From an optimization exercise on the open Yosys and OpenROAD flow, aimed at small area, a short achievable clock period and few clock cycles per item; shortcuts taken in it are not production practice.
No run shown here included a check of the RTL's function; only the layout flow was run.
Power is estimated from default activity; no workload was simulated.

<file path="flow/run.sh">
#!/bin/bash
# Layout flow: the standard ORFS flow, with two changes.
#  1. Synthesis is ORFS's own script (with the standard flow's -nofsm -noshare wrapper,
#     flatten and renaming, as in synth_recipe.tcl), but ABC maps with the
#     script in flow/abc.script and full/half adder extraction can be skipped.
#  2. The port buffers inserted during placement are buf cells instead of
#     the slow clkdlybuf cells that buffer_ports picks by default.
# Settings come from flow/params.sh. Each tool's output goes to its own log.
set -euo pipefail
HERE=$(pwd)
source "$HERE/flow/params.sh"
export MY_ABC_SCRIPT="$HERE/flow/abc.script"
export MY_NOFA
export BUFFER_PORTS_ARGS="-buffer_cell $PORT_BUFFER"
sed "s#SYNTH_SCRIPT=[^ ]*#SYNTH_SCRIPT=$HERE/flow/synth.tcl#" standard.sh > my_standard.sh
bash my_standard.sh finish > flow_make.log 2>&1
</file>
<file path="flow/abc.script">
strash
dch
map -D 1000
topo
stime -c
</file>
<file path="flow/params.sh">
MY_NOFA=1
PORT_BUFFER=sky130_fd_sc_hd__buf_1
</file>
<file path="flow/synth.tcl">
# synth_recipe.tcl with two hooks: abc runs flow/abc.script (MY_ABC_SCRIPT),
# and extract_fa is skipped when MY_NOFA is 1.
proc synth {args} { yosys synth -nofsm -noshare {*}$args }
proc abc {args} {
  set out {}
  set skip 0
  foreach a $args {
    if {$skip} { set skip 0; continue }
    if {$a eq "-script" || $a eq "-D"} { set skip 1; continue }
    lappend out $a
  }
  lappend out -script $::env(MY_ABC_SCRIPT)
  yosys abc {*}$out
}
if {$::env(MY_NOFA)} { proc extract_fa {args} {} }
source $::env(SCRIPTS_DIR)/synth.tcl
# left out here: clear keep_hierarchy, flatten, clean up, hide names made inside functions, write 1_2_yosys.v
</file>
<file path="standard.sh">
#!/bin/bash
# synth_recipe.tcl (not shown) runs the flow's synth.tcl, then flattens the netlist and writes it again
# the make line also repeats each setting of config.mk as NAME=value (left out here)
make -C /OpenROAD-flow-scripts/flow DESIGN_CONFIG=/design/flow/config.mk WORK_HOME=/design/flow/orfs CLKGATE_MAP_FILE= SYNTH_SCRIPT=/design/flow/synth_recipe.tcl "${@:-finish}"
</file>
<file path="config.mk">
export PLATFORM = sky130hd
export DESIGN_NAME = sqrt_mult_system
export DESIGN_NICKNAME = sqrt_mult_system
export VERILOG_FILES = /design/flow/design.v
export SDC_FILE = /design/flow/constraint.sdc
export NUM_CORES = 4
export LEC_CHECK = 0
export CAP_MARGIN = 20
export CORE_MARGIN = 2
export CORE_UTILIZATION = 40
export SETUP_SLACK_MARGIN = 2.0
export SLEW_MARGIN = 20
</file>
<file path="constraint.sdc">
create_clock -name core_clock -period 5.0 [get_ports {clk_i}]
set_input_delay 1.0000 -clock core_clock [delete_from_list [all_inputs] [get_ports {clk_i}]]
set_output_delay 1.0000 -clock core_clock [all_outputs]
set_load 0.01 [all_outputs]
</file>
<file path="design.v">
module sqrt_mult_system (
    input clk_i,
    input rst_i,
    input start_i,
    input [7:0] a_bi,
    input [7:0] b_bi,
    output [15:0] result,
    output done
);
    wire [17:0] d;
    wire p000;
    wire p001;
    wire p002;
    wire p003;
    wire p004;
    wire p005;
    wire p006;
    wire p007;
    wire p008;
    wire p009;
    wire p010;
    wire p011;
    wire p012;
    wire p013;
    wire p014;
    wire p015;
    wire p016;
    wire p017;
    wire p018;
    wire p019;
    wire p020;
    wire p021;
    wire p022;
    wire p023;
    wire p024;
    wire p025;
    wire p026;
    wire p027;
    wire p028;
    wire p029;
    wire p030;
    wire p031;
    wire p032;
    wire p033;
    wire p034;
    wire p035;
    wire p036;
    wire p037;
    wire p038;
    wire p039;
    wire p040;
    wire p041;
    wire p042;
    wire p043;
    wire p044;
    wire p045;
    wire p046;
    wire p047;
    wire p048;
    wire p049;
    wire p050;
    wire p051;
    wire p052;
    wire p053;
    wire p054;
    wire p055;
    wire p056;
    wire p057;
    wire p058;
    wire p059;
    wire p060;
    wire p061;
    wire p062;
    wire p063;
    wire p064;
    wire p065;
    wire p066;
    wire p067;
    wire p068;
    wire p069;
    wire p070;
    wire p071;
    wire p072;
    wire p073;
    wire p074;
    wire p075;
    wire p076;
    wire p077;
    wire p078;
    wire p079;
    wire p080;
    wire p081;
    wire p082;
    wire p083;
    wire p084;
    wire p085;
    wire p086;
    wire p087;
    wire p088;
    wire p089;
    wire p090;
    wire p091;
    wire p092;
    wire p093;
    wire p094;
    wire p095;
    wire p096;
    wire p097;
    wire p098;
    wire p099;
    wire p100;
    wire p101;
    wire p102;
    wire p103;
    wire p104;
    wire p105;
    wire p106;
    wire p107;
    wire p108;
    wire p109;
    wire p110;
    wire p111;
    wire p112;
    wire p113;
    wire p114;
    wire p115;
    wire p116;
    wire p117;
    wire p118;
    wire p119;
    wire p120;
    wire p121;
    wire p122;
    wire p123;
    wire p124;
    wire p125;
    wire p126;
    wire p127;
    wire p128;
    wire p129;
    wire p130;
    wire p131;
    wire p132;
    wire p133;
    wire p134;
    wire p135;
    wire p136;
    wire p137;
    wire p138;
    wire p139;
    wire p140;
    wire p141;
    wire p142;
    wire p143;
    wire p144;
    wire p145;
    wire p146;
    wire p147;
    wire p148;
    wire p149;
    wire p150;
    wire p151;
    wire p152;
    wire p153;
    wire p154;
    wire p155;
    wire p156;
    wire p157;
    wire p158;
    wire p159;
    wire p160;
    wire p161;
    wire p162;
    wire p163;
    wire p164;
    wire p165;
    wire p166;
    wire p167;
    wire p168;
    wire p169;
    wire p170;
    wire p171;
    wire p172;
    wire p173;
    wire p174;
    wire p175;
    wire p176;
    wire p177;
    wire p178;
    wire p179;
    wire p180;
    wire p181;
    wire p182;
    wire p183;
    wire p184;
    wire p185;
    wire p186;
    wire p187;
    wire p188;
    wire p189;
    wire p190;
    wire p191;
    wire p192;
    wire p193;
    wire p194;
    wire p195;
    wire p196;
    wire p197;
    wire p198;
    wire p199;
    wire p200;
    wire p201;
    wire p202;
    wire p203;
    wire p204;
    wire p205;
    wire p206;
    wire p207;
    wire p208;
    wire p209;
    wire p210;
    wire p211;
    wire p212;
    wire p213;
    wire p214;
    wire p215;
    wire p216;
    wire p217;
    wire p218;
    wire p219;
    wire p220;
    wire p221;
    wire p222;
    wire p223;
    wire p224;
    wire p225;
    wire p226;
    wire p227;
    wire p228;
    wire p229;
    wire p230;
    wire p231;
    wire p232;
    wire p233;
    wire p234;
    wire p235;
    wire p236;
    wire p237;
    wire p238;
    wire p239;
    wire p240;
    wire p241;
    wire p242;
    wire p243;
    wire p244;
    wire p245;
    wire p246;
    wire p247;
    wire p248;
    wire p249;
    wire p250;
    wire p251;
    wire p252;
    wire p253;
    wire p254;
    wire p255;
    wire p256;
    wire p257;
    wire p258;
    wire p259;
    wire p260;
    wire p261;
    wire p262;
    wire p263;
    wire p264;
    wire p265;
    wire p266;
    wire p267;
    wire p268;
    wire p269;
    wire p270;
    wire p271;
    wire p272;
    wire p273;
    wire p274;
    wire p275;
    wire p276;
    wire p277;
    wire p278;
    wire p279;
    wire p280;
    wire p281;
    wire p282;
    wire p283;
    wire p284;
    wire p285;
    wire p286;
    wire p287;
    wire p288;
    wire p289;
    wire p290;
    wire p291;
    wire p292;
    wire p293;
    wire p294;
    wire p295;
    wire p296;
    wire p297;
    wire p298;
    wire p299;
    wire p300;
    wire p301;
    wire p302;
    wire p303;
    wire p304;
    wire p305;
    wire p306;
    wire p307;
    wire p308;
    wire p309;
    wire p310;
    wire p311;
    wire p312;
    wire p313;
    wire p314;
    wire p315;
    wire p316;
    wire p317;
    wire p318;
    wire p319;
    wire p320;
    wire p321;
    wire p322;
    wire p323;
    wire p324;
    wire p325;
    wire p326;
    wire p327;
    wire p328;
    wire p329;
    wire p330;
    wire p331;
    wire p332;
    wire p333;
    wire p334;
    wire p335;
    wire p336;
    wire p337;
    wire p338;
    wire p339;
    wire p340;
    wire p341;
    wire p342;
    wire fl_p0;
    wire hv9;
    wire hv8;
    wire hv7;
    wire hv6;
    wire hv5;
    wire hv4;
    wire hv3;
    wire lv9;
    wire lv8;
    wire lv7;
    wire lv6;
    wire lv5;
    wire lv1;
    wire lv0;
    wire fl_k1_2g;
    wire fl_x1;
    wire fl_x2;
    assign p235 = b_bi[7] & b_bi[6];
    assign p246 = ~p235;
    assign p257 = ~b_bi[6];
    assign p268 = ~b_bi[7];
    assign p278 = p268 & p257;
    assign p283 = p278 & b_bi[4];
    assign p284 = ~p283;
    assign p285 = p284 & p246;
    assign p286 = ~p285;
    assign p287 = ~b_bi[1];
    assign p288 = ~b_bi[0];
    assign p289 = p288 & p287;
    assign p290 = ~b_bi[3];
    assign p291 = ~b_bi[2];
    assign p292 = p291 & p290;
    assign p293 = p292 & p289;
    assign p294 = ~p293;
    assign p295 = p294 & b_bi[5];
    assign p296 = p295 & p286;
    assign p297 = ~p296;
    assign p298 = p268 & p291;
    assign p299 = p298 & p289;
    assign p300 = ~p299;
    assign p301 = p268 & p290;
    assign p302 = ~p301;
    assign p303 = p302 & p300;
    assign p304 = b_bi[5] & b_bi[6];
    assign p305 = p304 & b_bi[4];
    assign p306 = ~p305;
    assign p307 = ~b_bi[5];
    assign p308 = ~b_bi[4];
    assign p309 = p308 & p307;
    assign p310 = p309 & p257;
    assign p311 = ~p310;
    assign p312 = p311 & p306;
    assign p313 = ~p312;
    assign p314 = p313 & p303;
    assign p315 = ~p314;
    assign p316 = p315 & p297;
    assign p317 = p292 & p308;
    assign p318 = b_bi[5] & p268;
    assign p319 = ~p318;
    assign p320 = p235 & p307;
    assign p321 = ~p320;
    assign p322 = p321 & p319;
    assign p323 = p289 & p291;
    assign p324 = ~p323;
    assign p325 = p324 & p278;
    assign p326 = ~p325;
    assign p327 = p326 & p322;
    assign p328 = ~p327;
    assign p329 = p328 & p317;
    assign p330 = ~p329;
    assign p331 = p257 & p291;
    assign p332 = p331 & p289;
    assign p333 = ~p332;
    assign p334 = p257 & p290;
    assign p335 = ~p334;
    assign p336 = p335 & p333;
    assign p337 = p307 & p268;
    assign p338 = p337 & b_bi[4];
    assign p339 = p338 & p294;
    assign p340 = p339 & p336;
    assign p341 = ~p340;
    assign p342 = p308 & p291;
    assign p000 = p342 & p289;
    assign p001 = ~p000;
    assign p002 = p308 & p290;
    assign p003 = ~p002;
    assign p004 = p003 & p001;
    assign p005 = p319 & p246;
    assign p006 = p005 & b_bi[5];
    assign p007 = p006 & p004;
    assign p008 = ~p007;
    assign p009 = p008 & p341;
    assign p010 = p009 & p330;
    assign p011 = p010 & p316;
    assign p012 = ~p011;
    assign p013 = ~p316;
    assign p014 = ~a_bi[0];
    assign p015 = p014 & a_bi[1];
    assign p016 = p015 & p013;
    assign p017 = ~p016;
    assign p018 = p017 & a_bi[2];
    assign p019 = p018 & p012;
    assign p020 = ~p019;
    assign p021 = ~p292;
    assign p022 = p310 & p021;
    assign p023 = ~p022;
    assign p024 = p023 & p005;
    assign p025 = ~p024;
    assign p026 = ~p322;
    assign p027 = p026 & p317;
    assign p028 = ~p027;
    assign p029 = p028 & p025;
    assign p030 = p029 & p316;
    assign p031 = ~p030;
    assign p032 = ~a_bi[2];
    assign p033 = p014 & p032;
    assign p034 = p033 & p013;
    assign p035 = ~p034;
    assign p036 = p035 & p031;
    assign p037 = ~p036;
    assign p038 = p037 & a_bi[1];
    assign p039 = ~p038;
    assign p040 = p039 & p020;
    assign p041 = ~p040;
    assign p042 = p311 & b_bi[7];
    assign p043 = ~p042;
    assign p044 = ~p309;
    assign p045 = p044 & p278;
    assign p046 = ~p045;
    assign p047 = p046 & p043;
    assign p048 = ~p047;
    assign p049 = p048 & a_bi[0];
    assign p050 = p049 & p041;
    assign p051 = ~p050;
    assign p052 = ~p049;
    assign p053 = p052 & p040;
    assign p054 = ~p053;
    assign fl_p0 = p054 & p051;
    assign p055 = ~a_bi[6];
    assign p056 = ~a_bi[4];
    assign p057 = a_bi[0] & a_bi[1];
    assign p058 = ~p057;
    assign p059 = p058 & p032;
    assign p060 = ~p059;
    assign p061 = p060 & a_bi[3];
    assign p062 = ~p061;
    assign p063 = p062 & p056;
    assign p064 = ~p063;
    assign p065 = p064 & a_bi[5];
    assign p066 = ~p065;
    assign p067 = p066 & p055;
    assign p068 = ~p067;
    assign p069 = p068 & a_bi[7];
    assign hv9 = p069 & p042;
    assign p070 = ~p069;
    assign p071 = ~a_bi[7];
    assign p072 = ~a_bi[5];
    assign p073 = ~a_bi[3];
    assign p074 = a_bi[1] & a_bi[2];
    assign p075 = ~p074;
    assign p076 = p075 & p073;
    assign p077 = ~p076;
    assign p078 = p077 & a_bi[4];
    assign p079 = ~p078;
    assign p080 = p079 & p072;
    assign p081 = ~p080;
    assign p082 = p081 & a_bi[6];
    assign p083 = ~p082;
    assign p084 = p083 & p071;
    assign p085 = ~p084;
    assign p086 = p085 & p070;
    assign p087 = p086 & p042;
    assign p088 = ~p087;
    assign p089 = ~p278;
    assign p090 = p043 & p089;
    assign p091 = p090 & a_bi[7];
    assign p092 = ~p091;
    assign p093 = p092 & p088;
    assign hv8 = ~p093;
    assign p094 = p090 & a_bi[6];
    assign p095 = ~p094;
    assign p096 = p045 & a_bi[7];
    assign p097 = ~p096;
    assign p098 = p097 & p095;
    assign p099 = p083 & p068;
    assign p100 = p099 & a_bi[7];
    assign p101 = ~p100;
    assign p102 = ~p099;
    assign p103 = p102 & p071;
    assign p104 = ~p103;
    assign p105 = p104 & p101;
    assign p106 = p105 & p042;
    assign p107 = ~p106;
    assign p108 = p107 & p098;
    assign hv7 = ~p108;
    assign p109 = p090 & a_bi[5];
    assign p110 = ~p109;
    assign p111 = p045 & a_bi[6];
    assign p112 = ~p111;
    assign p113 = p112 & p110;
    assign p114 = p081 & p066;
    assign p115 = ~p114;
    assign p116 = p115 & a_bi[6];
    assign p117 = ~p116;
    assign p118 = p114 & p055;
    assign p119 = ~p118;
    assign p120 = p119 & p117;
    assign p121 = ~p120;
    assign p122 = p121 & p042;
    assign p123 = ~p122;
    assign p124 = p123 & p113;
    assign hv6 = ~p124;
    assign p125 = p090 & a_bi[4];
    assign p126 = ~p125;
    assign p127 = p045 & a_bi[5];
    assign p128 = ~p127;
    assign p129 = p128 & p126;
    assign p130 = p079 & p064;
    assign p131 = p130 & a_bi[5];
    assign p132 = ~p131;
    assign p133 = ~p130;
    assign p134 = p133 & p072;
    assign p135 = ~p134;
    assign p136 = p135 & p132;
    assign p137 = p136 & p042;
    assign p138 = ~p137;
    assign p139 = p138 & p129;
    assign hv5 = ~p139;
    assign p140 = p090 & a_bi[3];
    assign p141 = ~p140;
    assign p142 = p045 & a_bi[4];
    assign p143 = ~p142;
    assign p144 = p143 & p141;
    assign p145 = p077 & p062;
    assign p146 = p145 & a_bi[4];
    assign p147 = ~p146;
    assign p148 = ~p145;
    assign p149 = p148 & p056;
    assign p150 = ~p149;
    assign p151 = p150 & p147;
    assign p152 = p151 & p042;
    assign p153 = ~p152;
    assign p154 = p153 & p144;
    assign hv4 = ~p154;
    assign p155 = p090 & a_bi[2];
    assign p156 = ~p155;
    assign p157 = p045 & a_bi[3];
    assign p158 = ~p157;
    assign p159 = p158 & p156;
    assign p160 = p075 & p060;
    assign p161 = p160 & a_bi[3];
    assign p162 = ~p161;
    assign p163 = ~p160;
    assign p164 = p163 & p073;
    assign p165 = ~p164;
    assign p166 = p165 & p162;
    assign p167 = p166 & p042;
    assign p168 = ~p167;
    assign p169 = p168 & p159;
    assign hv3 = ~p169;
    assign lv9 = p069 & p013;
    assign p170 = p086 & p013;
    assign p171 = ~p170;
    assign p172 = p030 & a_bi[7];
    assign p173 = ~p172;
    assign p174 = p173 & p171;
    assign lv8 = ~p174;
    assign p175 = p105 & p013;
    assign p176 = ~p175;
    assign p177 = ~p010;
    assign p178 = p177 & a_bi[7];
    assign p179 = ~p178;
    assign p180 = p179 & p176;
    assign p181 = p030 & a_bi[6];
    assign p182 = ~p181;
    assign p183 = p182 & p180;
    assign lv7 = ~p183;
    assign p184 = p121 & p013;
    assign p185 = ~p184;
    assign p186 = p177 & a_bi[6];
    assign p187 = ~p186;
    assign p188 = p187 & p185;
    assign p189 = p030 & a_bi[5];
    assign p190 = ~p189;
    assign p191 = p190 & p188;
    assign lv6 = ~p191;
    assign p192 = p136 & p013;
    assign p193 = ~p192;
    assign p194 = p177 & a_bi[5];
    assign p195 = ~p194;
    assign p196 = p195 & p193;
    assign p197 = p030 & a_bi[4];
    assign p198 = ~p197;
    assign p199 = p198 & p196;
    assign lv5 = ~p199;
    assign p200 = ~a_bi[1];
    assign p201 = p014 & p200;
    assign p202 = ~p201;
    assign p203 = p202 & p058;
    assign p204 = p203 & p013;
    assign p205 = ~p204;
    assign p206 = p177 & a_bi[1];
    assign p207 = ~p206;
    assign p208 = p207 & p205;
    assign p209 = p030 & a_bi[0];
    assign p210 = ~p209;
    assign p211 = p210 & p208;
    assign lv1 = ~p211;
    assign lv0 = p012 & a_bi[0];
    assign p212 = p166 & p013;
    assign p213 = ~p212;
    assign p214 = p177 & a_bi[3];
    assign p215 = ~p214;
    assign p216 = p215 & p213;
    assign p217 = p030 & a_bi[2];
    assign p218 = ~p217;
    assign p219 = p218 & p216;
    assign p220 = p045 & a_bi[1];
    assign p221 = ~p220;
    assign p222 = p203 & p042;
    assign p223 = ~p222;
    assign p224 = p223 & p221;
    assign p225 = p090 & a_bi[0];
    assign p226 = ~p225;
    assign p227 = p226 & p224;
    assign p228 = p227 & p219;
    assign p229 = ~p228;
    assign p230 = ~p219;
    assign p231 = ~p227;
    assign p232 = p231 & p230;
    assign p233 = ~p232;
    assign p234 = p233 & p051;
    assign p236 = ~p234;
    assign p237 = p236 & p229;
    assign p238 = ~p237;
    assign p239 = p048 & a_bi[2];
    assign p240 = p089 & a_bi[1];
    assign p241 = p240 & p052;
    assign p242 = ~p241;
    assign p243 = p242 & p239;
    assign p244 = ~p243;
    assign p245 = ~p239;
    assign p247 = p241 & p245;
    assign p248 = ~p247;
    assign p249 = p248 & p244;
    assign p250 = p151 & p013;
    assign p251 = ~p250;
    assign p252 = p177 & a_bi[4];
    assign p253 = ~p252;
    assign p254 = p253 & p251;
    assign p255 = p030 & a_bi[3];
    assign p256 = ~p255;
    assign p258 = p256 & p254;
    assign p259 = ~p258;
    assign p260 = p259 & p249;
    assign p261 = ~p260;
    assign p262 = ~p249;
    assign p263 = p258 & p262;
    assign p264 = ~p263;
    assign p265 = p264 & p261;
    assign p266 = ~p265;
    assign p267 = p266 & p238;
    assign p269 = ~p267;
    assign p270 = p258 & p249;
    assign p271 = ~p270;
    assign fl_k1_2g = p271 & p269;
    assign p272 = p233 & p229;
    assign p273 = ~p272;
    assign p274 = p273 & p050;
    assign p275 = ~p274;
    assign p276 = p272 & p051;
    assign p277 = ~p276;
    assign p279 = p277 & p275;
    assign fl_x1 = ~p279;
    assign p280 = p265 & p237;
    assign p281 = ~p280;
    assign p282 = p281 & p269;
    assign fl_x2 = ~p282;
    assign d = { hv9, hv8, hv7, hv6, hv5, hv4, hv3, lv9, lv8, lv7, lv6, lv5, fl_k1_2g, fl_x2, fl_x1, fl_p0, lv1, lv0 };
    reg        done_r;
    reg [4:0] res_lo;
    reg        cy_r;
    reg [4:0] up_lo;
    reg [6:0] up_hi;
    always @(posedge clk_i) begin
        done_r <= start_i & ~rst_i;
        {up_hi, up_lo, cy_r, res_lo} <= d;
    end
    wire [6:0] u;
    wire q000;
    wire q001;
    wire q002;
    wire q003;
    wire q004;
    wire q005;
    wire q006;
    wire q007;
    wire q008;
    wire q009;
    wire q010;
    wire q011;
    wire q012;
    wire q013;
    wire q014;
    wire q015;
    wire q016;
    wire q017;
    wire q018;
    wire q019;
    wire q020;
    wire q021;
    wire q022;
    wire q023;
    wire q024;
    wire q025;
    wire q026;
    wire q027;
    wire q028;
    wire q029;
    wire q030;
    wire q031;
    wire q032;
    wire q033;
    wire q034;
    wire q035;
    wire q036;
    wire q037;
    wire q038;
    wire q039;
    wire q040;
    wire q041;
    wire q042;
    wire q043;
    wire q044;
    wire q045;
    wire q046;
    wire q047;
    wire q048;
    wire q049;
    wire q050;
    wire q051;
    wire q052;
    wire q053;
    wire q054;
    wire q055;
    wire q056;
    wire q057;
    wire q058;
    wire q059;
    wire q060;
    wire q061;
    wire q062;
    wire q063;
    wire q064;
    wire q065;
    wire q066;
    wire q067;
    wire q068;
    wire q069;
    wire q070;
    wire q071;
    wire q072;
    wire q073;
    wire q074;
    wire q075;
    wire q076;
    wire q077;
    wire q078;
    wire q079;
    wire q080;
    wire q081;
    wire q082;
    wire q083;
    wire q084;
    wire q085;
    wire q086;
    wire q087;
    wire q088;
    wire q089;
    wire q090;
    wire q091;
    wire q092;
    wire q093;
    wire q094;
    wire q095;
    wire q096;
    wire q097;
    wire q098;
    wire q099;
    wire q100;
    wire q101;
    wire q102;
    wire q103;
    wire q104;
    wire q105;
    wire q106;
    wire q107;
    wire q108;
    wire q109;
    wire q110;
    wire q111;
    wire q112;
    wire q113;
    wire q114;
    wire q115;
    wire q116;
    wire q117;
    wire q118;
    wire q119;
    wire q120;
    wire q121;
    wire q122;
    wire q123;
    wire q124;
    wire fu_x0;
    wire fu_x1;
    wire fu_x2;
    wire fu_x3;
    wire fu_x4;
    wire fu_x5;
    wire fu_x6;
    assign q050 = ~cy_r;
    assign q051 = q050 & up_lo[0];
    assign q052 = ~q051;
    assign q053 = ~up_lo[0];
    assign q054 = cy_r & q053;
    assign q055 = ~q054;
    assign q056 = q055 & q052;
    assign q057 = ~q056;
    assign q058 = q057 & up_hi[0];
    assign q059 = ~q058;
    assign q060 = ~up_hi[0];
    assign q061 = q056 & q060;
    assign q062 = ~q061;
    assign fu_x0 = q062 & q059;
    assign q063 = cy_r & up_lo[0];
    assign q064 = ~q063;
    assign q065 = q050 & q053;
    assign q066 = ~q065;
    assign q067 = q066 & up_hi[0];
    assign q068 = ~q067;
    assign q069 = q068 & q064;
    assign q070 = ~up_hi[1];
    assign q071 = ~up_lo[1];
    assign q072 = q071 & q070;
    assign q073 = ~q072;
    assign q074 = up_lo[1] & up_hi[1];
    assign q075 = ~q074;
    assign q076 = q075 & q073;
    assign q077 = ~q076;
    assign q078 = q077 & q069;
    assign q079 = ~q078;
    assign q080 = ~q069;
    assign q081 = q076 & q080;
    assign q082 = ~q081;
    assign fu_x1 = q082 & q079;
    assign q083 = ~up_lo[2];
    assign q084 = q083 & up_hi[2];
    assign q085 = ~q084;
    assign q086 = ~up_hi[2];
    assign q087 = up_lo[2] & q086;
    assign q088 = ~q087;
    assign q089 = q088 & q085;
    assign q090 = q075 & q064;
    assign q091 = q090 & q068;
    assign q092 = ~q091;
    assign q093 = q092 & q073;
    assign q094 = ~q093;
    assign q095 = q094 & q089;
    assign q096 = ~q095;
    assign q097 = ~q089;
    assign q098 = q093 & q097;
    assign q099 = ~q098;
    assign fu_x2 = q099 & q096;
    assign q100 = ~up_hi[3];
    assign q101 = ~up_lo[3];
    assign q102 = q101 & q100;
    assign q103 = ~q102;
    assign q104 = up_lo[3] & up_hi[3];
    assign q105 = ~q104;
    assign q106 = q105 & q103;
    assign q107 = ~q106;
    assign q108 = up_lo[2] & up_hi[2];
    assign q109 = ~q108;
    assign q110 = q097 & q074;
    assign q111 = ~q110;
    assign q112 = q111 & q109;
    assign q113 = q097 & q081;
    assign q114 = ~q113;
    assign q115 = q114 & q112;
    assign q116 = ~q115;
    assign q117 = q116 & q107;
    assign q118 = ~q117;
    assign q119 = q115 & q106;
    assign q120 = ~q119;
    assign q121 = q120 & q118;
    assign fu_x3 = ~q121;
    assign q122 = q109 & q105;
    assign q123 = ~q122;
    assign q124 = q123 & q103;
    assign q000 = ~q124;
    assign q001 = q106 & q097;
    assign q002 = q001 & q093;
    assign q003 = ~q002;
    assign q004 = q003 & q000;
    assign q005 = ~up_hi[4];
    assign q006 = ~up_lo[4];
    assign q007 = q006 & q005;
    assign q008 = ~q007;
    assign q009 = up_lo[4] & up_hi[4];
    assign q010 = ~q009;
    assign q011 = q010 & q008;
    assign q012 = q011 & q004;
    assign q013 = ~q012;
    assign q014 = ~q004;
    assign q015 = ~q011;
    assign q016 = q015 & q014;
    assign q017 = ~q016;
    assign q018 = q017 & q013;
    assign fu_x4 = ~q018;
    assign q019 = q011 & up_hi[5];
    assign q020 = q019 & q124;
    assign q021 = ~q020;
    assign q022 = q009 & up_hi[5];
    assign q023 = ~q022;
    assign q024 = q023 & q021;
    assign q025 = q019 & q001;
    assign q026 = q025 & q093;
    assign q027 = ~q026;
    assign q028 = q027 & q024;
    assign q029 = q011 & q106;
    assign q030 = q029 & q113;
    assign q031 = ~q030;
    assign q032 = ~q112;
    assign q033 = q029 & q032;
    assign q034 = ~q033;
    assign q035 = ~up_hi[5];
    assign q036 = q011 & q104;
    assign q037 = ~q036;
    assign q038 = q037 & q010;
    assign q039 = q038 & q035;
    assign q040 = q039 & q034;
    assign q041 = q040 & q031;
    assign q042 = ~q041;
    assign fu_x5 = q042 & q028;
    assign q043 = q028 & up_hi[6];
    assign q044 = ~q043;
    assign q045 = ~up_hi[6];
    assign q046 = ~q028;
    assign q047 = q046 & q045;
    assign q048 = ~q047;
    assign q049 = q048 & q044;
    assign fu_x6 = ~q049;
    assign u = { fu_x6, fu_x5, fu_x4, fu_x3, fu_x2, fu_x1, fu_x0 };
    assign result = {4'b0, u, res_lo};
    assign done   = done_r;
endmodule
</file>
==> results of run 1 <==
## per-layer routing
| metal | GRT usage (%) | vias to the layer above |
|---|---|---|
| met3 | 2.50 | 7 |
| met2 | 31.3 | 47 |
| met5 | 0 | - |
| met4 | 7.07 | 0 |
| li1 | - | 798 |
| met1 | 20.3 | 652 |
## where the power goes
part	switching, uW	internal [uW]
combinational	120	75.2
clock	47.2	29.9
sequential	9.28	174
## layout by cell type (no fill, tap or decap), drive strengths merged
master,netlist,layout
a21boi,1,1
xor2,8,8
o2111ai,1,1
or2,1,1
a32oi,1,1
inv,0,2
nand2,49,49
nor2,20,20
dfxtp,19,19
o21bai,1,1
o211ai,4,4
o221ai,7,7
a21oi,10,10
conb,1,4
nand3,10,10
clkbuf,0,3
a22oi,5,5
nor3,2,2
a31o,1,1
and2,2,2
nand4,8,8
o22ai,4,4
a31oi,3,3
o311a,1,1
o311ai,2,2
o21ai,14,14
clkinv,26,25
xnor2,2,2
buf,11,34
## through the flow
step                cell area [um2]  hold slack [ns]  instances
floorplan                      1420             1.07        217
global placement               1510             1.15        283
detailed placement             1510             1.16        283
CTS                            1560            0.819        289
global route                   1570            0.837        290
finish                         1570            0.828        290
## registers in the layout, summed over array words and instances (netlist names)
signal and flops:
res_lo 5, cy_r 1, up_lo 5, done_r 1, up_hi 7
## synthesized netlist by cell type (2+ instances only)
master	number	area, um2
nand3_1	10	50.1
xor2_1	8	70.1
o21ai_0	14	70.1
buf_4	11	82.6
o221ai_1	7	61.3
and2_2	2	15.0
clkinv_1	26	97.6
o311ai_0	2	17.5
a21oi_1	10	50.1
nor2_1	20	75.1
a22oi_1	5	37.5
nand2_1	49	184
xnor2_1	2	17.5
o22ai_1	4	25.0
o211ai_1	4	30.0
dfxtp_1	19	380
nor3_1	2	10.0
nand4_1	8	50.1
a31oi_1	3	18.8
## final timing paths
path              startpoint         end  slack (ns)  cells after the start
setup / recovery    up_lo[0]  result[10]        2.14                     10
hold / removal         rst_i      done_r        0.83                      2
## what timing repair did
action	in CTS	in global routing
pin swaps	2	4
hold buffers	0	0
buffers inserted	2	1
gates resized for setup	4	6
endpoints found under the setup margin	1	1
endpoints found under the hold margin	0	0
## kinds of logic (layout without fill, tap and decap cells)
group	count (synthesis)	count (layout)
xor+xnor	10	10
other cells	1	4
simple gates	92	92
buf+inv	37	64
compound gates	55	55
flops	19	19
## final cells by class
class	count	area share, %
Multi-Input combinational cell	161	55.1
Timing Repair Buffer	34	8.92
Inverter	26	6.21
Clock buffer	3	1.43
Sequential cell	19	24.4
Clock inverter	1	0.318
Tap cell	46	3.66
==> impl_metrics.tcl, run 1 <==
set metrics [dict create \
    outcome "complete, no violations" \
    synth_edf_count 0 \
    synth_top_family_by_area "simple AND/OR/NAND/NOR gates" \
    finalWorstSetupSlack_ns 2.14 \
    crit_family "compound AO/OA/AOI/OAI gates" \
    cts_tree "built" \
    finalCriticalPeriod_ns 2.86 \
    ys_ff_latch 19 \
    std_cell_rows 21 \
    crit_required_ns 4.00 \
    wl_per_cell_um 11.1 \
    grt-ovfl-total 0 \
    grt_max_degree 12 \
    drt_iter0_drc 43 \
    ir_drop_mv 0.114 \
    synth_xor_area_share_pct 6.23 \
    p_leak_uw 0.000630 \
    finalMaxSlewViolations 0 \
    hold_viol 0 \
    power.total_uw 457 \
    final_core_util_pct 46.7 \
    synth_ff_type "dfxtp_1" \
    clkSlewWorstSetupHoldPaths_ns 0.10 \
    antenna_found_initial 0 \
    synthCells 214 \
    grtUsageTotal_pct 17.3 \
    syn_avg_cell_area_um2 6.57 \
    start_util_pct 41.8 \
    yosysSeqAreaShare_pct 27.1 \
    grt_setup_unrepaired "false" \
    wl_um 3210 \
    maxCapViolations 0 \
    viasPerCell 5.19 \
    slowest_delay_ns 0.33 \
    synth_compound_area_share_pct 25.8 \
    syn_to_final_growth_pct 11.8 \
    clock_sinks 19 \
    cts_buffer_depth 2 \
    ios 36 \
    wl_met3_um 156 \
    gp_congestion 0.843 \
    period_share_pct 57.2 \
    numCtsBuffers 3 \
    min_path_type "in -> reg" \
    cts_max_level 1 \
    synth_mux_area_share_pct 0 \
    finalSetupViolations 0 \
    start_kind "register" \
    wl_met2_um 1530 \
    async_flop_share_pct 0 \
    ant_nets 0 \
    n_antenna_cell 0 \
    drc 0 \
    dp_hpwl_um 2550 \
    relSlewSlack_pct 44.7 \
    synth_area_mm2 0.00141 \
    met1Wirelength_um 1460 \
    fin_nets 264 \
    critPathKind "reg -> out" \
    path_max_fanout 3 \
    post-place-ws_ns 2.12 \
    root_buffer "clkbuf_4" \
    p_per_area_mw_per_mm2 291 \
    n_fill_cell 388 \
    route.vias.total 1504 \
    synthSimpleGateAreaFrac_pct 27.8 \
    coreArea_mm2 0.00336 \
    arrival_ns 1.86 \
    worst_pin_slew_ns 0.821 \
    grt_pass1_wl_um 5650 \
    endpoint_kind "primary output" \
    totalNegativeSetupSlack_ns 0 \
    dieArea_mm2 0.00400 \
    drive_gt1_share_pct 8.20 \
    seqCellArea_um2 383 \
    yosys.area_share.adder_pct 0 \
    synth.distinct_cells 27 \
    yosys_warnings 1 \
    crit_chain "inv_2 > nor2_2 > o21ai_2 > o21bai_1 > o21ai_1 > nand2_1 > a21oi_2 > or2_2 > a21oi_1 > buf_2" \
    die_h_um 63.3 \
    portBuffers 31 \
    top_layer "met4" \
    dr.pass1.iters 4 \
    crit_buf_inv 2 \
    clock.fmax_mhz 350 \
    cp_slowest_cell "dfxtp_2" \
    grt_pass1_vias 1351 \
    die_width_um 63.3 \
    multi_input_area_um2 866 \
]
==> run 2: changes to the inputs <==
--- a/config.mk
+++ b/config.mk
@@ -9,4 +9,4 @@
 export CORE_MARGIN = 2
 export CORE_UTILIZATION = 40
-export SETUP_SLACK_MARGIN = 2.0
+export SETUP_SLACK_MARGIN = 2.2
 export SLEW_MARGIN = 20
==> impl_metrics.tcl, run 2 <==
set metrics [dict create \
    syn_to_final_growth_pct 16.4 \
    outcome "complete, no violations" \
    synth.distinct_cells 27 \
    async_flop_share_pct 0 \
    worst_pin_slew_ns 0.832 \
    cts_tree "built" \
    numCtsBuffers 3 \
    slowest_delay_ns 0.36 \
    min_path_cells 2 \
    synth_ff_type "dfxtp_1" \
    wl_um 3260 \
    fin_nets 266 \
    p_leak_uw 0.000651 \
    yosysMostFrequentCell "nand2_1" \
    portBuffers 31 \
    viasPerCell 5.13 \
    totalNegativeSetupSlack_ns 0 \
    period_share_pct 54.6 \
    yosysTopAreaCellShare_pct 27.1 \
    clock_sinks 19 \
    layout_commonest_cell "nand2_1" \
    cts_buffer_depth 2 \
    start_util_pct 41.8 \
    finalCriticalPeriod_ns 2.73 \
    synth_area_mm2 0.00141 \
    min_path_type "in -> reg" \
    finalSetupViolations 0 \
    drive_gt1_share_pct 11.8 \
    place_area_mm2 0.00151 \
    grt_max_degree 12 \
    hold_path_end "done_r" \
    drc 0 \
    drt_iter0_drc 37 \
    n_antenna_cell 0 \
    relSlewSlack_pct 44.0 \
    synth_top_cells_by_area "dfxtp_1, nand2_1, clkinv_1" \
    root_buffer "clkbuf_4" \
    min_from "rst_i" \
    yosysSeqAreaShare_pct 27.1 \
    std_cell_rows 21 \
    ant_nets 0 \
    gp_congestion 0.843 \
    fin_area_mm2 0.00164 \
    cts_max_level 1 \
    grt_setup_unrepaired "true" \
    dieArea_mm2 0.00400 \
    cts_hold_repair.buffers 0 \
    wl_per_cell_um 11.2 \
    crit_chain "inv_4 > nor2_4 > o21ai_4 > o21bai_4 > o21ai_1 > nand2_1 > a21oi_2 > or2_4 > a21oi_2 > buf_2" \
    crit_required_ns 4.00 \
    largest_reg_flops 7 \
    dr.pass1.iters 4 \
    clock.fmax_mhz 367 \
    critPathKind "reg -> out" \
    grt_pass1_vias 1370 \
    grtUsageTotal_pct 17.4 \
    syn_avg_cell_area_um2 6.57 \
    fin_cells 292 \
    die_h_um 63.3 \
    ir_drop_mv 0.115 \
    synthCells 214 \
    path_max_fanout 2 \
    clkSlewWorstSetupHoldPaths_ns 0.10 \
    route.vias.total 1499 \
    grt_pass1_wl_um 5700 \
    dp_hpwl_um 2550 \
    arrival_ns 1.73 \
    final_cell_mix "nand2_1, buf_1, clkinv_1" \
    ios 36 \
    yosysTopAreaCell "dfxtp_1" \
    synth_edf_count 0 \
    cp_slowest_cell "dfxtp_2" \
    hold_viol 0 \
    synthTopCellsByCount "nand2_1, clkinv_1, nor2_1, dfxtp_1, o21ai_0" \
    ys_ff_latch 19 \
    endpoint_kind "primary output" \
    yosys_warnings 1 \
    coreArea_mm2 0.00336 \
    antenna_found_initial 0 \
    crit_top_cell "a21oi_2" \
    grt-ovfl-total 0 \
    p_per_area_mw_per_mm2 291 \
    start_kind "register" \
    die_width_um 63.3 \
    dp_cells 283 \
    finalMaxSlewViolations 0 \
    maxCapViolations 0 \
]
run 2: cells by family after synthesis:
| group | Yosys count | synth area share (%) |
|---|---|---|
| and+or+nand+nor | 92 | 27.8 |
| other | 1 | 0.267 |
| DFF | 19 | 27.1 |
| xor gates and xnor gates | 10 | 6.23 |
| AOI/OAI and AO/OA | 55 | 25.8 |
| buffers and inverters | 37 | 12.8 |
run 2: through the flow:
| stage | hold slack, ns | worst slack (ns) | power (uW) | util, % |
|---|---|---|---|---|
| after floorplan | 1.07 | 2.38 | 346 | - |
| after global routing | 0.837 | 2.16 | 519 | 48.6 |
| after global placement | 1.15 | 2.10 | 368 | 44.8 |
| after detailed placement | 1.16 | 2.12 | 368 | 44.8 |
| after CTS | 0.819 | 2.16 | 465 | 47.2 |
| final | 0.827 | 2.27 | 477 | 48.6 |
run 2: worst max path at each step:
stage	start	to	cells past startpoint
after CTS	up_lo[0]	result[10]	10
after global placement	b_bi[4]	res_lo[4]	10
after detailed placement	b_bi[5]	res_lo[4]	9
after floorplan	cy_r	result[10]	10
after global routing	cy_r	result[9]	10
final	cy_r	result[10]	10
run 2: power by group:
group | switching, uW | total, uW | internal [uW]
sequential | 11.0 | 186 | 175
combinational | 127 | 214 | 86.5
clock | 47.2 | 77.1 | 29.9
total | 185 | 477 | 291
run 2: area by class of cell:
type,instances,area [um2]
Tap cell,46,57.6
Sequential cell,19,384
Clock buffer,3,22.5
Clock inverter,1,5.00
Fill cell,376,1730
Timing Repair Buffer,36,156
Multi-Input combinational cell,161,908
Inverter,26,101
run 2: layer usage:
metal	global-route usage (%)	vias to the layer above	wire length [um]
li1	-	803	-
met1	20.3	653	1490
met2	31.6	38	1570
met3	2.50	5	139
met4	7.07	0	53
met5	0	-	0
run 2: repair_timing:
action                                  CTS  global route
resized for setup                        14             9
endpoints found under the setup margin    4             7
pin swaps                                 5             6
setup buffers                             3             2
run 2: worst max-delay path, delay by kind of cell, from the launching register on:
kind            cells  cell delay [ns]
compound gates      5             0.44
buf+inv             2             0.17
simple gates        3             0.45
flops               1             0.36
==> run 3: changes to the inputs <==
--- a/design.v
+++ b/design.v
@@ -367,5 +367,5 @@
     wire lv1;
     wire lv0;
-    wire fl_k1_2g;
+    wire fl_s1_2g;
     wire fl_x1;
     wire fl_x2;
@@ -718,5 +718,5 @@
     assign p270 = p258 & p249;
     assign p271 = ~p270;
-    assign fl_k1_2g = p271 & p269;
+    assign fl_s1_2g = p271 & p269;
     assign p272 = p233 & p229;
     assign p273 = ~p272;
@@ -731,5 +731,5 @@
     assign p282 = p281 & p269;
     assign fl_x2 = ~p282;
-    assign d = { hv9, hv8, hv7, hv6, hv5, hv4, hv3, lv9, lv8, lv7, lv6, lv5, fl_k1_2g, fl_x2, fl_x1, fl_p0, lv1, lv0 };
+    assign d = { hv9, hv8, hv7, hv6, hv5, hv4, hv3, lv9, lv8, lv7, lv6, lv5, fl_s1_2g, fl_x2, fl_x1, fl_p0, lv1, lv0 };
     reg        done_r;
     reg [4:0] res_lo;
@@ -860,11 +860,4 @@
     wire q116;
     wire q117;
-    wire q118;
-    wire q119;
-    wire q120;
-    wire q121;
-    wire q122;
-    wire q123;
-    wire q124;
     wire fu_x0;
     wire fu_x1;
@@ -874,57 +867,64 @@
     wire fu_x5;
     wire fu_x6;
-    assign q050 = ~cy_r;
-    assign q051 = q050 & up_lo[0];
-    assign q052 = ~q051;
-    assign q053 = ~up_lo[0];
-    assign q054 = cy_r & q053;
+    assign q043 = ~up_lo[0];
+    assign q044 = q043 & up_hi[0];
+    assign q045 = ~q044;
+    assign q046 = ~up_hi[0];
+    assign q047 = up_lo[0] & q046;
+    assign q048 = ~q047;
+    assign q049 = q048 & q045;
+    assign q050 = q049 & cy_r;
+    assign q051 = ~q050;
+    assign q052 = ~cy_r;
+    assign q053 = ~q049;
+    assign q054 = q053 & q052;
     assign q055 = ~q054;
-    assign q056 = q055 & q052;
-    assign q057 = ~q056;
-    assign q058 = q057 & up_hi[0];
-    assign q059 = ~q058;
-    assign q060 = ~up_hi[0];
-    assign q061 = q056 & q060;
+    assign q056 = q055 & q051;
+    assign fu_x0 = ~q056;
+    assign q057 = cy_r & up_lo[0];
+    assign q058 = ~q057;
+    assign q059 = q058 & q046;
+    assign q060 = ~q059;
+    assign q061 = q052 & q043;
     assign q062 = ~q061;
-    assign fu_x0 = q062 & q059;
-    assign q063 = cy_r & up_lo[0];
-    assign q064 = ~q063;
-    assign q065 = q050 & q053;
+    assign q063 = q062 & q060;
+    assign q064 = ~up_lo[1];
+    assign q065 = q064 & up_hi[1];
     assign q066 = ~q065;
-    assign q067 = q066 & up_hi[0];
-    assign q068 = ~q067;
-    assign q069 = q068 & q064;
-    assign q070 = ~up_hi[1];
-    assign q071 = ~up_lo[1];
-    assign q072 = q071 & q070;
+    assign q067 = ~up_hi[1];
+    assign q068 = up_lo[1] & q067;
+    assign q069 = ~q068;
+    assign q070 = q069 & q066;
+    assign q071 = ~q070;
+    assign q072 = q071 & q063;
     assign q073 = ~q072;
-    assign q074 = up_lo[1] & up_hi[1];
-    assign q075 = ~q074;
-    assign q076 = q075 & q073;
-    assign q077 = ~q076;
-    assign q078 = q077 & q069;
-    assign q079 = ~q078;
-    assign q080 = ~q069;
-    assign q081 = q076 & q080;
-    assign q082 = ~q081;
-    assign fu_x1 = q082 & q079;
-    assign q083 = ~up_lo[2];
-    assign q084 = q083 & up_hi[2];
+    assign q074 = ~q063;
+    assign q075 = q070 & q074;
+    assign q076 = ~q075;
+    assign fu_x1 = q076 & q073;
+    assign q077 = up_lo[1] & up_hi[1];
+    assign q078 = ~q077;
+    assign q079 = q064 & q067;
+    assign q080 = ~q079;
+    assign q081 = q080 & q062;
+    assign q082 = q081 & q060;
+    assign q083 = ~q082;
+    assign q084 = q083 & q078;
     assign q085 = ~q084;
     assign q086 = ~up_hi[2];
-    assign q087 = up_lo[2] & q086;
-    assign q088 = ~q087;
-    assign q089 = q088 & q085;
-    assign q090 = q075 & q064;
-    assign q091 = q090 & q068;
-    assign q092 = ~q091;
-    assign q093 = q092 & q073;
+    assign q087 = ~up_lo[2];
+    assign q088 = q087 & q086;
+    assign q089 = ~q088;
+    assign q090 = up_lo[2] & up_hi[2];
+    assign q091 = ~q090;
+    assign q092 = q091 & q089;
+    assign q093 = q092 & q085;
     assign q094 = ~q093;
-    assign q095 = q094 & q089;
-    assign q096 = ~q095;
-    assign q097 = ~q089;
-    assign q098 = q093 & q097;
+    assign q095 = ~q092;
+    assign q096 = q095 & q084;
+    assign q097 = ~q096;
+    assign fu_x2 = q097 & q094;
+    assign q098 = q094 & q091;
     assign q099 = ~q098;
-    assign fu_x2 = q099 & q096;
     assign q100 = ~up_hi[3];
     assign q101 = ~up_lo[3];
@@ -934,76 +934,62 @@
     assign q105 = ~q104;
     assign q106 = q105 & q103;
-    assign q107 = ~q106;
-    assign q108 = up_lo[2] & up_hi[2];
-    assign q109 = ~q108;
-    assign q110 = q097 & q074;
+    assign q107 = q106 & q099;
+    assign q108 = ~q107;
+    assign q109 = ~q106;
+    assign q110 = q109 & q098;
     assign q111 = ~q110;
-    assign q112 = q111 & q109;
-    assign q113 = q097 & q081;
+    assign fu_x3 = q111 & q108;
+    assign q112 = q106 & q092;
+    assign q113 = q112 & q085;
     assign q114 = ~q113;
-    assign q115 = q114 & q112;
+    assign q115 = q106 & q090;
     assign q116 = ~q115;
-    assign q117 = q116 & q107;
-    assign q118 = ~q117;
-    assign q119 = q115 & q106;
-    assign q120 = ~q119;
-    assign q121 = q120 & q118;
-    assign fu_x3 = ~q121;
-    assign q122 = q109 & q105;
-    assign q123 = ~q122;
-    assign q124 = q123 & q103;
-    assign q000 = ~q124;
-    assign q001 = q106 & q097;
-    assign q002 = q001 & q093;
+    assign q117 = q116 & q105;
+    assign q000 = ~up_hi[4];
+    assign q001 = ~up_lo[4];
+    assign q002 = q001 & q000;
     assign q003 = ~q002;
-    assign q004 = q003 & q000;
-    assign q005 = ~up_hi[4];
-    assign q006 = ~up_lo[4];
-    assign q007 = q006 & q005;
-    assign q008 = ~q007;
-    assign q009 = up_lo[4] & up_hi[4];
+    assign q004 = up_lo[4] & up_hi[4];
+    assign q005 = ~q004;
+    assign q006 = q005 & q003;
+    assign q007 = ~q006;
+    assign q008 = q007 & q117;
+    assign q009 = q008 & q114;
     assign q010 = ~q009;
-    assign q011 = q010 & q008;
-    assign q012 = q011 & q004;
+    assign q011 = q006 & q112;
+    assign q012 = q011 & q085;
     assign q013 = ~q012;
-    assign q014 = ~q004;
-    assign q015 = ~q011;
-    assign q016 = q015 & q014;
-    assign q017 = ~q016;
-    assign q018 = q017 & q013;
-    assign fu_x4 = ~q018;
-    assign q019 = q011 & up_hi[5];
-    assign q020 = q019 & q124;
-    assign q021 = ~q020;
-    assign q022 = q009 & up_hi[5];
-    assign q023 = ~q022;
-    assign q024 = q023 & q021;
-    assign q025 = q019 & q001;
-    assign q026 = q025 & q093;
-    assign q027 = ~q026;
-    assign q028 = q027 & q024;
-    assign q029 = q011 & q106;
-    assign q030 = q029 & q113;
+    assign q014 = ~q117;
+    assign q015 = q006 & q014;
+    assign q016 = ~q015;
+    assign q017 = q016 & q013;
+    assign fu_x4 = q017 & q010;
+    assign q018 = q017 & q005;
+    assign q019 = q018 & up_hi[5];
+    assign q020 = ~q019;
+    assign q021 = ~up_hi[5];
+    assign q022 = ~q018;
+    assign q023 = q022 & q021;
+    assign q024 = ~q023;
+    assign q025 = q024 & q020;
+    assign fu_x5 = ~q025;
+    assign q026 = q006 & up_hi[5];
+    assign q027 = q026 & q112;
+    assign q028 = q027 & q085;
+    assign q029 = ~q028;
+    assign q030 = q026 & q014;
     assign q031 = ~q030;
-    assign q032 = ~q112;
-    assign q033 = q029 & q032;
+    assign q032 = q031 & q029;
+    assign q033 = q004 & up_hi[5];
     assign q034 = ~q033;
-    assign q035 = ~up_hi[5];
-    assign q036 = q011 & q104;
+    assign q035 = q034 & q032;
+    assign q036 = q035 & up_hi[6];
     assign q037 = ~q036;
-    assign q038 = q037 & q010;
-    assign q039 = q038 & q035;
-    assign q040 = q039 & q034;
-    assign q041 = q040 & q031;
-    assign q042 = ~q041;
-    assign fu_x5 = q042 & q028;
-    assign q043 = q028 & up_hi[6];
-    assign q044 = ~q043;
-    assign q045 = ~up_hi[6];
-    assign q046 = ~q028;
-    assign q047 = q046 & q045;
-    assign q048 = ~q047;
-    assign q049 = q048 & q044;
-    assign fu_x6 = ~q049;
+    assign q038 = ~up_hi[6];
+    assign q039 = ~q035;
+    assign q040 = q039 & q038;
+    assign q041 = ~q040;
+    assign q042 = q041 & q037;
+    assign fu_x6 = ~q042;
     assign u = { fu_x6, fu_x5, fu_x4, fu_x3, fu_x2, fu_x1, fu_x0 };
     assign result = {4'b0, u, res_lo};
--- a/flow/run.sh
+++ b/flow/run.sh
@@ -3,5 +3,7 @@
 #  1. Synthesis is ORFS's own script (with the standard flow's -nofsm -noshare wrapper,
 #     flatten and renaming, as in synth_recipe.tcl), but ABC maps with the
-#     script in flow/abc.script and full/half adder extraction can be skipped.
+#     script in flow/abc.script (the logic feeding the output ports first,
+#     with flow/abc_post.script if present), and full/half adder extraction
+#     can be skipped.
 #  2. The port buffers inserted during placement are buf cells instead of
 #     the slow clkdlybuf cells that buffer_ports picks by default.
@@ -11,4 +13,5 @@
 source "$HERE/flow/params.sh"
 export MY_ABC_SCRIPT="$HERE/flow/abc.script"
+if [ -f "$HERE/flow/abc_post.script" ]; then export MY_ABC_POST_SCRIPT="$HERE/flow/abc_post.script"; fi
 export MY_NOFA
 export BUFFER_PORTS_ARGS="-buffer_cell $PORT_BUFFER"
==> flow/abc.script (replaced) <==
strash
dch
map -a
topo
stime -c
==> flow/abc_post.script (new file) <==
strash
dch
map -D 300
topo
stime -c
buffer -c
upsize -c -D 300
dnsize -c -D 300
--- a/flow/synth.tcl
+++ b/flow/synth.tcl
@@ -1,4 +1,6 @@
-# synth_recipe.tcl with two hooks: abc runs flow/abc.script (MY_ABC_SCRIPT),
-# and extract_fa is skipped when MY_NOFA is 1.
+# synth_recipe.tcl with hooks: abc runs flow/abc.script (MY_ABC_SCRIPT);
+# when MY_ABC_POST_SCRIPT is set, the logic in the input cone of the output
+# ports (back to the flip-flops) is mapped first, with that script; and
+# extract_fa is skipped when MY_NOFA is 1.
 proc synth {args} { yosys synth -nofsm -noshare {*}$args }
 proc abc {args} {
@@ -10,4 +12,10 @@
     lappend out $a
   }
+  if {[info exists ::env(MY_ABC_POST_SCRIPT)] && $::env(MY_ABC_POST_SCRIPT) ne ""} {
+    set outp $out
+    lappend outp -script $::env(MY_ABC_POST_SCRIPT)
+    yosys select -set postcone o:* %ci*:-sky130_fd_sc_hd__dfxtp_1
+    yosys abc {*}$outp @postcone
+  }
   lappend out -script $::env(MY_ABC_SCRIPT)
   yosys abc {*}$out
--- a/config.mk
+++ b/config.mk
@@ -9,4 +9,4 @@
 export CORE_MARGIN = 2
 export CORE_UTILIZATION = 40
-export SETUP_SLACK_MARGIN = 2.2
+export SETUP_SLACK_MARGIN = 2.0
 export SLEW_MARGIN = 20
==> impl_metrics.tcl, run 3 <==
set metrics [dict create \
    synth_top_cells_by_area "dfxtp_1, nor2_1, nand2_1" \
    drc 0 \
    ys_ff_latch 19 \
    antenna_found_initial 0 \
    largest_reg_flops 7 \
    worst_pin_slew_ns 0.569 \
    crit_required_ns 5.16 \
    outcome "complete, no violations" \
    root_buffer "clkbuf_4" \
    totalNegativeSetupSlack_ns 0 \
    n_antenna_cell 0 \
    ir_drop_mv 0.110 \
    p_per_area_mw_per_mm2 300 \
    final_core_util_pct 45.7 \
    yosysMostFrequentCell "nor2_1" \
    dp_hpwl_um 2380 \
    wl_per_cell_um 10.3 \
    cts_buffer_depth 2 \
    numCtsBuffers 3 \
    synth_area_mm2 0.00139 \
    finalSetupViolations 0 \
    synthCells 211 \
    hold_viol 0 \
    drive_gt1_share_pct 5.46 \
    finalMaxSlewViolations 0 \
    layout_commonest_cell "nor2_1" \
    synth_edf_count 0 \
    viasPerCell 4.94 \
    die_width_um 63.0 \
    clock_sinks 19 \
    synth_ff_type "dfxtp_1" \
    syn_avg_cell_area_um2 6.59 \
    grtUsageTotal_pct 15.2 \
    grt_max_degree 12 \
    start_util_pct 41.7 \
    critPathKind "in -> reg" \
    portBuffers 31 \
    gp_congestion 0.829 \
    period_share_pct 54.1 \
    grt_setup_unrepaired "false" \
    yosys_warnings 1 \
    yosysSeqAreaShare_pct 27.4 \
    fin_nets 258 \
    grt_pass1_vias 1262 \
    async_flop_share_pct 0 \
    clkSlewWorstSetupHoldPaths_ns 0.10 \
    synthTopCellsByCount "nor2_1, nand2_1, clkinv_1, dfxtp_1, o21ai_0" \
    syn_to_final_growth_pct 9.72 \
    cts_tree "built" \
    maxCapViolations 0 \
    ios 36 \
    endpoint_kind "register" \
    wl_um 2910 \
    dr.pass1.iters 4 \
    die_h_um 63.0 \
    dieArea_mm2 0.00396 \
    drt_iter0_drc 36 \
    route.vias.total 1404 \
    ant_nets 0 \
    cts_hold_repair.buffers 0 \
    relSlewSlack_pct 62.0 \
    coreArea_mm2 0.00334 \
    cts_max_level 1 \
    clock.fmax_mhz 370 \
    grt_pass1_wl_um 5060 \
    path_max_fanout 8 \
    grt-ovfl-total 0 \
    yosysTopAreaCell "dfxtp_1" \
    p_leak_uw 0.000613 \
    arrival_ns 2.86 \
    synth.distinct_cells 27 \
    min_path_type "in -> reg" \
    start_kind "input pin" \
    std_cell_rows 21 \
    finalCriticalPeriod_ns 2.70 \
    yosysTopAreaCellShare_pct 27.4 \
    final_cell_mix "nor2_1, nand2_1, buf_1" \
]
[run 3: cell types whose count changed after synthesis, sizes merged, moves of 4 or more]
cell / delta
nand3: -4
nor2: +16
nand4: -4
inv: +6
nand2: -14
[run 3: path summary, 6_finish.rpt]
path | from | to | slack [ns] | cells after the start
worst min-delay path | rst_i | done_r | 0.85 | 2
worst max-delay path | b_bi[7] | cy_r | 2.30 | 9
[run 3: metal layers]
metal	global-route usage (%)	vias to the layer above	part of all wire, %
met2	26.5	46	48
met5	0	-	0
met4	4.17	0	0.82
li1	-	750	-
met1	19.9	606	45
met3	1.62	2	5.6
[run 3: logic make-up after synthesis]
| logic type | after synthesis | share of synthesized area [%] |
|---|---|---|
| AOI/OAI and AO/OA | 49 | 23.0 |
| DFF | 19 | 27.4 |
| other | 1 | 0.270 |
| buffers and inverters | 41 | 14.0 |
| and+or+nand+nor | 87 | 25.9 |
| xor gates and xnor gates | 14 | 9.36 |
[run 3: cell type report]
class	count	area [um2]
tap	46	57.6
clock inverter	1	5.00
multi-input combinational	154	831
fill	370	1810
timing repair buffer	31	116
sequential	19	380
inverter	30	113
clock buffer	3	22.5
[run 3: metrics by stage]
step	power [uW]	cells	setup WS [ns]	area, um2	hold slack [ns]
final	457	284	2.30	1530	0.853
after global placement	389	280	1.77	1490	1.15
after detailed placement	389	280	1.75	1490	1.16
after floorplan	368	214	2.24	1400	1.07
after global routing	499	284	2.01	1530	0.845
after CTS	462	284	2.06	1520	0.844
[run 3: worst max-delay path: stages]
cell and delay, ns:
buf_1 0.12, clkinv_1 0.18, nor2_1 0.50, nor2_1 0.15
nor2_1 0.22, nor3_1 0.09, xor2_1 0.23, xor2_1 0.24
a31oi_1 0.13
[run 3: where the power goes]
part | switching (uW) | internal [uW] | leakage (uW)
logic | 120 | 72.3 | 0.000435
registers | 15.6 | 176 | 0.000159
clock network | 42.7 | 29.6 | 0.0000177
total | 179 | 278 | 0.000613
[run 3: timing repair]
item                                    in CTS  in global routing
endpoints found under the hold margin        0                  0
buffers inserted                             0                  0
gates resized for setup                      0                  3
endpoints found under the setup margin       0                  3
==> run 4: changes to the inputs <==
--- a/config.mk
+++ b/config.mk
@@ -9,4 +9,4 @@
 export CORE_MARGIN = 2
 export CORE_UTILIZATION = 40
-export SETUP_SLACK_MARGIN = 2.0
+export SETUP_SLACK_MARGIN = 2.3
 export SLEW_MARGIN = 20
==> impl_metrics.tcl, run 4 <==
set metrics [dict create \
    outcome "complete, no violations" \
    syn_to_final_growth_pct 14.9 \
    grt_max_degree 12 \
    final_cell_mix "nor2_1, nand2_1, buf_1" \
    clock_sinks 19 \
    yosysMostFrequentCell "nor2_1" \
    finalSetupViolations 0 \
    antenna_found_initial 0 \
    period_share_pct 51.7 \
    totalNegativeSetupSlack_ns 0 \
    maxCapViolations 0 \
    synthCells 211 \
    n_fill_cell 370 \
    synth.distinct_cells 27 \
    yosysTopAreaCell "dfxtp_1" \
    fin_cells 288 \
    grt-ovfl-total 0 \
    endpoint_kind "register" \
    root_buffer "clkbuf_4" \
    clock.fmax_mhz 387 \
    drc 0 \
    yosysSeqAreaShare_pct 27.4 \
    dp_cells 280 \
    clkSlewWorstSetupHoldPaths_ns 0.10 \
    cts_tree "built" \
    syn_avg_cell_area_um2 6.59 \
    cts_max_level 1 \
    grt_pass1_wl_um 5150 \
    viasPerCell 4.96 \
    coreArea_mm2 0.00334 \
    start_kind "input pin" \
    cts_hold_repair.buffers 0 \
    ir_drop_mv 0.0887 \
    std_cell_rows 21 \
    yosys_warnings 1 \
    drt_iter0_drc 62 \
    die_h_um 63.0 \
    finalMaxSlewViolations 0 \
    start_util_pct 41.7 \
    post-place-ws_ns 1.89 \
    min_path_type "in -> reg" \
    ios 36 \
    met1Wirelength_um 1400 \
    grt_pass1_vias 1237 \
    finalCriticalPeriod_ns 2.58 \
    layout_commonest_cell "nor2_1" \
    arrival_ns 2.81 \
    gp_congestion 0.873 \
    wl_met2_um 1480 \
    ys_ff_latch 19 \
    synth_area_mm2 0.00139 \
    top_layer "met4" \
    synth_ff_type "dfxtp_1" \
    synth_edf_count 0 \
    synth_top_cells_by_area "dfxtp_1, nor2_1, nand2_1" \
    p_leak_uw 0.000672 \
    dr.pass1.iters 4 \
    grt_setup_unrepaired "true" \
    grtUsageTotal_pct 15.9 \
    n_antenna_cell 0 \
    largest_reg_flops 7 \
    finalWorstSetupSlack_ns 2.42 \
    wl_met3_um 138 \
    wl_per_cell_um 10.7 \
    dieArea_mm2 0.00396 \
    ant_nets 0 \
    wl_um 3080 \
    crit_required_ns 5.23 \
    dp_hpwl_um 2420 \
    hold_viol 0 \
    critPathKind "in -> reg" \
    path_max_fanout 8 \
    die_width_um 63.0 \
    route.vias.total 1428 \
    async_flop_share_pct 0 \
    yosysTopAreaCellShare_pct 27.4 \
    cts_buffer_depth 2 \
    portBuffers 31 \
    p_per_area_mw_per_mm2 298 \
    fin_nets 262 \
    drive_gt1_share_pct 13.2 \
    synthTopCellsByCount "nor2_1, nand2_1, clkinv_1, dfxtp_1, o21ai_0" \
    numCtsBuffers 3 \
]
run 4: cell counts after synthesis:
Identical to the previous run, type by type.
run 4: cells by family after synthesis:
group	count (synthesis)	share of synthesized area, %
AND/OR/NAND/NOR	87	25.9
AO/OA/AOI/OAI	49	23.0
buffers and inverters	41	14.0
flip-flops	19	27.4
XOR/XNOR	14	9.36
other	1	0.270
run 4: area by class of cell:
| type | instances | area, um2 | share of cell area (%) |
|---|---|---|---|
| flip-flops and latches | 19 | 382 | 23.9 |
| inverters | 30 | 115 | 7.21 |
| repair buffers | 35 | 150 | 9.40 |
| well taps | 46 | 57.6 | 3.61 |
| multi-input cells | 154 | 865 | 54.2 |
| clock inverters | 1 | 5.00 | 0.313 |
| clock buffers | 3 | 22.5 | 1.41 |
run 4: power by group:
part	leakage (uW)	internal, uW	total, uW	switching, uW
Sequential	0.000159	177	193	16.1
Combinational	0.000495	80.8	209	128
Clock	0.0000177	29.8	74.1	44.4
run 4: what timing repair did:
action,CTS,global route
setup endpoints to repair,2,6
gates resized for setup,2,18
endpoints found under the hold margin,0,0
setup buffers,1,3
pin swaps,1,3
run 4: per-stage QoR:
stage / utilization (%) / area [um2] / hold WS, ns / total power, uW
6_report: 47.8 / 1600 / 0.844 / 476
3_5_place_dp: 44.8 / 1500 / 1.16 / 391
4_1_cts: 46.0 / 1540 / 0.836 / 471
5_1_grt: 47.8 / 1600 / 0.841 / 518
2_1_floorplan: - / 1410 / 1.07 / 369
3_3_place_gp: 44.8 / 1500 / 1.15 / 390
run 4: path summary, 6_finish.rpt:
check                 depth (start not counted)  slack (ns)         to     from
worst max-delay path                         10        2.42  res_lo[3]  b_bi[5]
worst min-delay path                          2        0.84     done_r    rst_i
run 4: metal layers:
metal  vias up  GRT usage, %
met3         7          2.34
met5         -             0
li1        760             -
met1       625          19.2
met4         0          6.39
met2        36          28.2
run 4: critical path, stage by stage:
cell      delay (ns)
clkbuf_2        0.13
nor3_4          0.24
o21ai_0         0.13
a22oi_1         0.33
nand2_4         0.13
o211ai_1        0.21
clkinv_1        0.10
or2_2           0.30
nand2_1         0.08
xor2_1          0.14
==> run 5: changes to the inputs <==
--- a/config.mk
+++ b/config.mk
@@ -9,4 +9,4 @@
 export CORE_MARGIN = 2
 export CORE_UTILIZATION = 40
-export SETUP_SLACK_MARGIN = 2.3
+export SETUP_SLACK_MARGIN = 2.6
 export SLEW_MARGIN = 20
==> impl_metrics.tcl, run 5 <==
set metrics [dict create \
    outcome "complete, no violations" \
    syn_avg_cell_area_um2 6.59 \
    final_cell_mix "nand2_1, nor2_1, buf_1" \
    synth_area_mm2 0.00139 \
    largest_reg_flops 7 \
    root_buffer "clkbuf_4" \
    ys_ff_latch 19 \
    start_util_pct 41.7 \
    clock_sinks 19 \
    n_fill_cell 338 \
    ios 36 \
    viasPerCell 4.96 \
    path_max_fanout 5 \
    numCtsBuffers 3 \
    cts_max_level 1 \
    synth_top_cells_by_area "dfxtp_1, nor2_1, nand2_1" \
    drive_gt1_share_pct 32.5 \
    maxCapViolations 0 \
    min_path_type "in -> reg" \
    n_antenna_cell 0 \
    critPathKind "in -> reg" \
    post-place-ws_ns 1.92 \
    ir_drop_mv 0.0904 \
    dieArea_mm2 0.00396 \
    start_kind "input pin" \
    synth.distinct_cells 27 \
    finalSetupViolations 0 \
    clock.fmax_mhz 413 \
    yosysMostFrequentCell "nor2_1" \
    p_per_area_mw_per_mm2 283 \
    std_cell_rows 21 \
    yosys_warnings 1 \
    die_h_um 63.0 \
    dr.pass1.iters 4 \
    syn_to_final_growth_pct 36.2 \
    grtUsageMet1_pct 21.0 \
    grt_max_degree 11 \
    antenna_found_initial 0 \
    finalMaxSlewViolations 0 \
    route.vias.total 1477 \
    synth_ff_type "dfxtp_1" \
    yosysTopAreaCellShare_pct 27.4 \
    hold_viol 0 \
    p_leak_uw 0.000782 \
    grt_setup_unrepaired "true" \
    drc 0 \
    fin_area_mm2 0.00189 \
    drt_iter0_drc 38 \
    period_share_pct 48.4 \
    cts_tree "built" \
    grt_pass1_vias 1288 \
    cts_hold_repair.buffers 0 \
    clkSlewWorstSetupHoldPaths_ns 0.10 \
    finalCriticalPeriod_ns 2.42 \
    die_width_um 63.0 \
    top_usage_layer "met2" \
    layout_commonest_cell "nand2_1" \
    yosysSeqAreaShare_pct 27.4 \
    totalNegativeSetupSlack_ns 0 \
    place_area_mm2 0.00159 \
    grtUsageMet3_pct 1.80 \
    wl_um 3400 \
    wl_per_cell_um 11.4 \
    cts_buffer_depth 2 \
    arrival_ns 2.60 \
    synthCells 211 \
    portBuffers 31 \
    crit_required_ns 5.18 \
    grtUsageMet2_pct 29.5 \
    endpoint_kind "register" \
    grt-ovfl-total 0 \
    synth_edf_count 0 \
    fin_nets 272 \
    coreArea_mm2 0.00334 \
    gp_congestion 0.870 \
    yosysTopAreaCell "dfxtp_1" \
    grt_pass1_wl_um 5370 \
    async_flop_share_pct 0 \
    synthTopCellsByCount "nor2_1, nand2_1, clkinv_1, dfxtp_1, o21ai_0" \
    grtUsageTotal_pct 16.6 \
    ant_nets 0 \
    dp_hpwl_um 2540 \
    finalWorstSetupSlack_ns 2.58 \
]
## run 5: cell type report
class                   count  area (um2)  area share (%)
clock buffers               4        26.3            1.39
flip-flops and latches     19         403            21.3
repair buffers             45         250            13.2
well taps                  46        57.6            3.04
inverters                  30         150            7.93
multi-input cells         154        1010            53.1
## run 5: worst paths after layout
kind / startpoint / slack (ns) / endpoint / depth (start not counted)
max: b_bi[5] / 2.58 / res_lo[4] / 15
min: rst_i / 0.85 / done_r / 2
## run 5: cell families after synthesis
kind of cell,Yosys count,synth area share [%]
AOI/OAI and AO/OA,49,23.0
xor gates and xnor gates,14,9.36
buffers and inverters,41,14.0
DFF,19,27.4
other,1,0.270
and+or+nand+nor,87,25.9
## run 5: repair_timing
action	4_1_cts	5_1_grt
resized for setup	28	37
pin swaps	10	16
setup buffers	9	5
setup endpoints to repair	9	11
hold endpoints to repair	0	0
## run 5: routing by layer
layer | up-vias | share of wire [%]
met5 | - | 0
li1 | 779 | -
met4 | 0 | 0
met1 | 661 | 44
met3 | 0 | 3.9
met2 | 37 | 53
## run 5: power by group
part,switching (uW),internal (uW)
clock,42.2,30.9
sequential,21.1,180
combinational,148,114
## run 5: worst max-delay path, stage by stage
cell      delay (ns)
buf_4           0.16
clkinv_8        0.07
nor3_2          0.17
o221ai_1        0.15
nand2_2         0.14
clkinv_4        0.10
nand2_8         0.09
clkinv_2        0.04
o21ai_1         0.12
o21ai_1         0.10
nand2_1         0.11
clkinv_2        0.07
nand2_2         0.07
nand2_2         0.06
xor2_1          0.13
## run 5: through the flow
step / hold slack (ns) / utilization [%] / power (uW) / cells
detailed placement: 1.16 / 47.7 / 400 / 280
global route: 0.838 / 56.7 / 578 / 298
global placement: 1.15 / 47.7 / 398 / 280
floorplan: 1.07 / - / 376 / 214
finish: 0.846 / 56.7 / 536 / 298
CTS: 0.838 / 52.5 / 512 / 293

[afterwards: timing with drivers on the ports]
The flow's constraints put no driver on any port. The routed layouts listed below were extracted and timed again, unchanged, in two steps. Step 1 assumes that a clkbuf_16 drives the clock port and a buf_2 every other input. Step 2 moves the port delays by t, midway between the first and last clock arrival at a register: inputs arrive t later, outputs are due t later. That takes back most of the time a late clock gives input paths. Slacks: ideal ports / drivers / drivers and shift; pairs: ideal ports / drivers.
run	shift t [ns]	setup slack, ns	hold WS [ns]
run 1	0.326	2.141 / 2.117 / 2.069	0.828 / 0.828 / 1.153
run 2	0.326	2.272 / 2.249 / 2.088	0.827 / 0.828 / 1.153
run 3	0.300	2.296 / 2.296 / 1.996	0.853 / 0.855 / 1.155
run 4	0.312	2.417 / 2.419 / 2.107	0.844 / 0.844 / 1.156
run 5	0.301	2.579 / 2.558 / 2.276	0.846 / 0.846 / 1.147
After both steps every run listed still meets setup and hold. For run 4, which loses most, drivers alone change the setup slack by +0.002 ns; drivers and shift together by -0.310 ns.
